This design comes from an exercise in tuning for small area, a short achievable clock period and few clock cycles on the open sky130 flow, not from production work.
Function was checked by simulation only, so behaviour that the tests miss may differ from the original.

==> inputs of garnet <==
Design fp4_fft, start of the top module:
module fp4_fft #(
    parameter MAX_N = 32,
    parameter ADDR_WIDTH = $clog2(MAX_N)
)(
    input wire clk,
    input wire rst,
    input wire start,
    input wire [ADDR_WIDTH-1:0] N,  
    output reg done,
    output reg error,
    input wire [7:0] data_in,  
    input wire data_in_valid,  
    output reg [7:0] data_out,  
    output reg data_out_valid,  
    output reg fft_ready  
);
==> module fp4_fft, before the edit <==
module fp4_fft #(
    parameter MAX_N = 32,
    parameter ADDR_WIDTH = $clog2(MAX_N)
)(
    input wire clk,
    input wire rst,
    input wire start,
    input wire [ADDR_WIDTH-1:0] N,  
    output reg done,
    output reg error,
    input wire [7:0] data_in,  
    input wire data_in_valid,  
    output reg [7:0] data_out,  
    output reg data_out_valid,  
    output reg fft_ready  
);
    reg n16, n8;
    always @(posedge clk) begin
        n16 <= (N == 5'd16);
        n8 <= (N == 5'd8);
    end
    wire [3:0] mask = n16 ? 4'hf : n8 ? 4'h7 : 4'h3;
    function [14:0] stage_ctl;
        input [3:0] x;
        input m16, m8;
        reg [3:0] l0, l1, l2, l3, l4, l5, cm, r;
        reg hi4;
        begin
            l0 = x - 4'd1;
            l1 = x - 4'd9;
            l2 = x - 4'd14;
            l3 = x - 4'd1;
            l4 = x - 4'd2;
            l5 = x - 4'd9;
            hi4 = m16 ? l4[3] : m8 ? l4[2] : l4[1];
            cm = x & (m16 ? 4'hf : m8 ? 4'h7 : 4'h3);
            r = m16 ? 4'd11 : m8 ? 4'd7 : 4'd1;
            stage_ctl[14] = m16 & l0[3];
            stage_ctl[13] = (m16 | m8) & l1[2];
            stage_ctl[12] = l2[1];
            stage_ctl[11] = l3[0];
            stage_ctl[10] = m16 & l1[3];
            stage_ctl[9:8] = m16 ? {l2[2], l2[3]} : m8 ? {l2[2], 1'b0} : 2'b00;
            stage_ctl[7:5] = m16 ? {l3[1], l3[2], l3[3]} : m8 ? {l3[1], l3[2], 1'b0} : {l3[1], 2'b00};
            stage_ctl[4] = hi4 & ~l4[0];
            stage_ctl[3] = m16 & l5[2] & ~l5[1];
            stage_ctl[2] = (cm >= r);
            stage_ctl[1] = (cm == r - 4'd1);
            stage_ctl[0] = 1'b0;
        end
    endfunction
    reg in_frame;  
    reg [3:0] c;  
    reg [5:0] fv;  
    reg en;  
    reg [14:0] ctl;  
    wire start_now = data_in_valid & ~in_frame & fft_ready;
    wire adv = in_frame ? data_in_valid : 1'b1;
    wire [3:0] cur = start_now ? 4'd0 : c;
    wire last = in_frame & data_in_valid & ((c & mask) == mask);
    wire wrap = adv & ((cur & mask) == mask);
    wire in_frame_n = start_now | (in_frame & ~last);
    wire [3:0] c_n = adv ? cur + 4'd1 : c;
    wire last_slot = ((c & mask) == mask);
    wire wrap_next = (((c + 4'd1) & mask) == 4'd0);
    wire [14:0] ctl_inc = stage_ctl(c + 4'd1, n16, n8);
    wire [14:0] ctl_one = stage_ctl(4'd1, N == 5'd16, N == 5'd8);
    always @(posedge clk)
        ctl <= ~adv ? ctl : start_now ? ctl_one : ctl_inc;
    wire ph8 = ctl[14], ph4 = ctl[13], ph2 = ctl[12], ph1 = ctl[11];
    wire k4 = ctl[10];
    wire [1:0] k2 = ctl[9:8];
    wire [2:0] k1 = ctl[7:5];
    wire cond1 = ctl[4], cond2 = ctl[3];
    wire out_v = n16 ? (ctl[2] ? fv[0] : fv[1]) : n8 ? (ctl[2] ? fv[1] : fv[2]) : (ctl[2] ? fv[4] : fv[5]);
    wire [5:0] keep = n16 ? 6'b000011 : n8 ? 6'b000111 : 6'b111111;
    always @(posedge clk or negedge rst) begin
        if (!rst) begin
            in_frame <= 1'b0;
            c <= 4'hf;  
            fv <= 6'b000000;
            en <= 1'b0;
        end else begin
            in_frame <= in_frame_n;
            c <= c_n;
            en <= adv;
            if (wrap)
                fv <= {fv[4:0], in_frame} & keep;
            else if (en & ctl[1]) begin
                if (n16) fv[1] <= 1'b0;
                else if (n8) fv[2] <= 1'b0;
                else fv[5] <= 1'b0;
            end
        end
    end
    reg [7:0] in_reg, o4, o2;
    wire [7:0] s8, s4, s2, s1;
    wire [7:0] a8, a4, a2, a1, x8, y8, x4, y4, x2, y2, x1, y1;
    wire [7:0] b4 = s8;
    wire [7:0] b2 = o4;
    fp4_butterfly_w0 bf8 (.A(a8), .B(in_reg), .X(x8), .Y(y8));
    fp4_butterfly_w08 bf4 (.A(a4), .B(b4), .w8(k4), .X(x4), .Y(y4));
    fp4_butterfly_w2 bf2 (.A(a2), .B(b2), .w(k2), .X(x2), .Y(y2));
    fp4_butterfly bf1 (.A(a1), .B(o2), .widx(k1), .X(x1), .Y(y1));
    sdf_stage #(.D(8)) st8 (.clk(clk), .en(en), .phase(ph8), .s_in(in_reg),
                            .X(x8), .Y(y8), .A(a8), .s_out(s8));
    sdf_stage #(.D(4)) st4 (.clk(clk), .en(en), .phase(ph4), .s_in(b4),
                            .X(x4), .Y(y4), .A(a4), .s_out(s4));
    sdf_stage #(.D(2)) st2 (.clk(clk), .en(en), .phase(ph2), .s_in(b2),
                            .X(x2), .Y(y2), .A(a2), .s_out(s2));
    sdf_stage #(.D(1)) st1 (.clk(clk), .en(en), .phase(ph1), .s_in(o2),
                            .X(x1), .Y(y1), .A(a1), .s_out(s1));
    reg [55:0] rv1;
    reg [15:0] rv2;
    wire [7:0] tap1 = n16 ? rv1[55:48] : n8 ? rv1[23:16] : rv1[7:0];
    wire [7:0] q1 = cond1 ? s1 : tap1;
    wire [7:0] q2 = cond2 ? q1 : rv2[15:8];
    always @(posedge clk) begin
        in_reg <= data_in;
        data_out <= q2;
    end
    always @(posedge clk) begin
        fft_ready <= in_frame ? (data_in_valid & last_slot) : (~(data_in_valid & fft_ready) & wrap_next);
        done <= last;
        error <= start & ((N == 5'd0) | ((N & (N - 5'd1)) != 5'd0));
        data_out_valid <= en & out_v;
    end
    always @(posedge clk) begin
        if (en) begin
            o4 <= s4;
            o2 <= s2;
            rv1 <= {rv1[47:0], cond1 ? tap1 : s1};
            rv2 <= {rv2[7:0], cond2 ? rv2[15:8] : q1};
        end
    end
endmodule
Settings: LEC_CHECK=0, ABC_AREA=1, CAP_MARGIN=20, CORE_MARGIN=2, CORE_UTILIZATION=40, CTS_BUF_LIST=sky130_fd_sc_hd__clkbuf_16, CTS_CLUSTER_DIAMETER=80, CTS_CLUSTER_SIZE=25, SLEW_MARGIN=20, BUFFER_PORTS_ARGS=-buffer_cell sky130_fd_sc_hd__buf_4, SETUP_SLACK_MARGIN=15; clock period 20.0 ns.
standard.sh (not shown) runs the stock make flow with config.mk's settings and CLKGATE_MAP_FILE= SYNTH_SCRIPT=/design/flow/synth_recipe.tcl, a recipe that flattens the netlist after the stock synthesis.
==> flow/flow/run.sh <==
#!/bin/bash
set -e
echo "export BUFFER_PORTS_ARGS = -buffer_cell sky130_fd_sc_hd__buf_4" >> "$FLOW_CONFIG"
echo "export SETUP_SLACK_MARGIN = 15" >> "$FLOW_CONFIG"
bash standard.sh > standard_flow.log 2>&1
==> inputs of onyx, as changes to garnet <==
--- a/flow/design.v
+++ b/flow/design.v
@@ -1509,14 +1509,14 @@
         begin
             l0 = x - 4'd1;
-            l1 = x - 4'd9;
-            l2 = x - 4'd14;
-            l3 = x - 4'd1;
-            l4 = x - 4'd2;
-            l5 = x - 4'd9;
+            l1 = m16 ? x - 4'd10 : x - 4'd1;
+            l2 = m16 ? x - 4'd15 : m8 ? x - 4'd6 : x - 4'd1;
+            l3 = m16 ? x - 4'd2 : m8 ? x - 4'd9 : x - 4'd4;
+            l4 = m16 ? x - 4'd3 : m8 ? x - 4'd10 : x - 4'd5;
+            l5 = x - 4'd10;
             hi4 = m16 ? l4[3] : m8 ? l4[2] : l4[1];
             cm = x & (m16 ? 4'hf : m8 ? 4'h7 : 4'h3);
-            r = m16 ? 4'd11 : m8 ? 4'd7 : 4'd1;
-            stage_ctl[14] = m16 & l0[3];
-            stage_ctl[13] = (m16 | m8) & l1[2];
+            r = m16 ? 4'd12 : m8 ? 4'd5 : 4'd2;
+            stage_ctl[14] = l0[3];
+            stage_ctl[13] = l1[2];
             stage_ctl[12] = l2[1];
             stage_ctl[11] = l3[0];
@@ -1525,5 +1525,5 @@
             stage_ctl[7:5] = m16 ? {l3[1], l3[2], l3[3]} : m8 ? {l3[1], l3[2], 1'b0} : {l3[1], 2'b00};
             stage_ctl[4] = hi4 & ~l4[0];
-            stage_ctl[3] = m16 & l5[2] & ~l5[1];
+            stage_ctl[3] = l5[2] & ~l5[1];
             stage_ctl[2] = (cm >= r);
             stage_ctl[1] = (cm == r - 4'd1);
@@ -1533,5 +1533,5 @@
     reg in_frame;  
     reg [3:0] c;  
-    reg [5:0] fv;  
+    reg [1:0] fv;  
     reg en;  
     reg [14:0] ctl;  
@@ -1554,11 +1554,14 @@
     wire [2:0] k1 = ctl[7:5];
     wire cond1 = ctl[4], cond2 = ctl[3];
-    wire out_v = n16 ? (ctl[2] ? fv[0] : fv[1]) : n8 ? (ctl[2] ? fv[1] : fv[2]) : (ctl[2] ? fv[4] : fv[5]);
-    wire [5:0] keep = n16 ? 6'b000011 : n8 ? 6'b000111 : 6'b111111;
+    wire out_v = ctl[2] ? fv[0] : fv[1];
     always @(posedge clk or negedge rst) begin
         if (!rst) begin
             in_frame <= 1'b0;
             c <= 4'hf;  
-            fv <= 6'b000000;
+            fv <= 2'b00;
+            fft_ready <= 1'b0;
+            done <= 1'b0;
+            error <= 1'b0;
+            data_out_valid <= 1'b0;
             en <= 1'b0;
         end else begin
@@ -1566,18 +1569,19 @@
             c <= c_n;
             en <= adv;
+            fft_ready <= in_frame ? (data_in_valid & last_slot) : (~(data_in_valid & fft_ready) & wrap_next);
+            done <= last;
+            error <= start & ((N == 5'd0) | ((N & (N - 5'd1)) != 5'd0));
+            data_out_valid <= en & out_v;
             if (wrap)
-                fv <= {fv[4:0], in_frame} & keep;
-            else if (en & ctl[1]) begin
-                if (n16) fv[1] <= 1'b0;
-                else if (n8) fv[2] <= 1'b0;
-                else fv[5] <= 1'b0;
-            end
+                fv <= {fv[0], in_frame};
+            else if (en & ctl[1])
+                fv[1] <= 1'b0;  
         end
     end
-    reg [7:0] in_reg, o4, o2;
+    reg [7:0] in_reg, o8, o4, o2;
     wire [7:0] s8, s4, s2, s1;
     wire [7:0] a8, a4, a2, a1, x8, y8, x4, y4, x2, y2, x1, y1;
-    wire [7:0] b4 = s8;
-    wire [7:0] b2 = o4;
+    wire [7:0] b4 = n16 ? o8 : in_reg;
+    wire [7:0] b2 = n16 | n8 ? o4 : in_reg;
     fp4_butterfly_w0 bf8 (.A(a8), .B(in_reg), .X(x8), .Y(y8));
     fp4_butterfly_w08 bf4 (.A(a4), .B(b4), .w8(k4), .X(x4), .Y(y4));
@@ -1597,20 +1601,15 @@
     wire [7:0] q1 = cond1 ? s1 : tap1;
     wire [7:0] q2 = cond2 ? q1 : rv2[15:8];
-    always @(posedge clk) begin
+    wire [7:0] q = n16 ? q2 : q1;
+    always @(posedge clk)
         in_reg <= data_in;
-        data_out <= q2;
-    end
-    always @(posedge clk) begin
-        fft_ready <= in_frame ? (data_in_valid & last_slot) : (~(data_in_valid & fft_ready) & wrap_next);
-        done <= last;
-        error <= start & ((N == 5'd0) | ((N & (N - 5'd1)) != 5'd0));
-        data_out_valid <= en & out_v;
-    end
     always @(posedge clk) begin
         if (en) begin
+            o8 <= s8;
             o4 <= s4;
             o2 <= s2;
             rv1 <= {rv1[47:0], cond1 ? tap1 : s1};
             rv2 <= {rv2[7:0], cond2 ? rv2[15:8] : q1};
+            data_out <= q;
         end
     end
CTS_BUF_LIST = sky130_fd_sc_hd__clkbuf_4 sky130_fd_sc_hd__clkbuf_8   (was sky130_fd_sc_hd__clkbuf_16)
CTS_CLUSTER_DIAMETER = unset   (was 80)
CTS_CLUSTER_SIZE = unset   (was 25)
==> summary.txt <==
onyx went through all stages and came out clean. garnet finished clean.
Clock-buffer cell count: onyx is higher than garnet (46).
Against garnet, the sequential share of layout area of onyx is lower by 0.99 points.
Between garnet and onyx, the lower non-clock buffer count is in onyx (gap 7).
Of garnet and onyx, onyx has the higher via count (gap 6.0%, measured against onyx).
In onyx the worst hold slack is lower than in garnet, by 0.0027 ns.
Against onyx, the design area of garnet is smaller by about 5.4%.
Critical path depth is the same in garnet and onyx.
Final cell count: onyx is larger than garnet (about 4%).
Synthesized cell count: onyx is higher than garnet (1.5%).
Testbench counts of garnet, summed over its fixed seeds: cycles 5,344.
Testbench counts of onyx, summed over its fixed seeds: cycles 5,352.

==> what the ideal ports hide <==
Ports are ideal in the flow. The routed layouts listed here were re-timed in OpenROAD.
Step 1 (the two cells are an assumption about what drives the block):
set clk [get_ports {clk}]
set_driving_cell -lib_cell sky130_fd_sc_hd__clkbuf_16 $clk
set_driving_cell -lib_cell sky130_fd_sc_hd__buf_2 [delete_from_list [all_inputs] $clk]
Step 2 adds t to the input delays and takes it off the output delays; t is the mean of the earliest and latest rising clock arrival at the registers after step 1. Input paths then give back, and output paths get back, about the clock's delay inside the block.
Slacks: no drivers / after step 1 / after step 2; pairs: no drivers / after step 1.
| run | shift t [ns] | setup WS [ns] | hold WS [ns] |
|---|---|---|---|
| garnet | 0.543 | 15.028 / 14.982 / 14.724 | 0.412 / 0.412 / 0.412 |
| onyx | 0.635 | 14.892 / 14.844 / 14.471 | 0.409 / 0.409 / 0.409 |
After both steps every run listed still meets setup and hold. The setup slack of onyx, which loses most, moves by -0.048 ns with the drivers and by -0.421 ns with both steps.
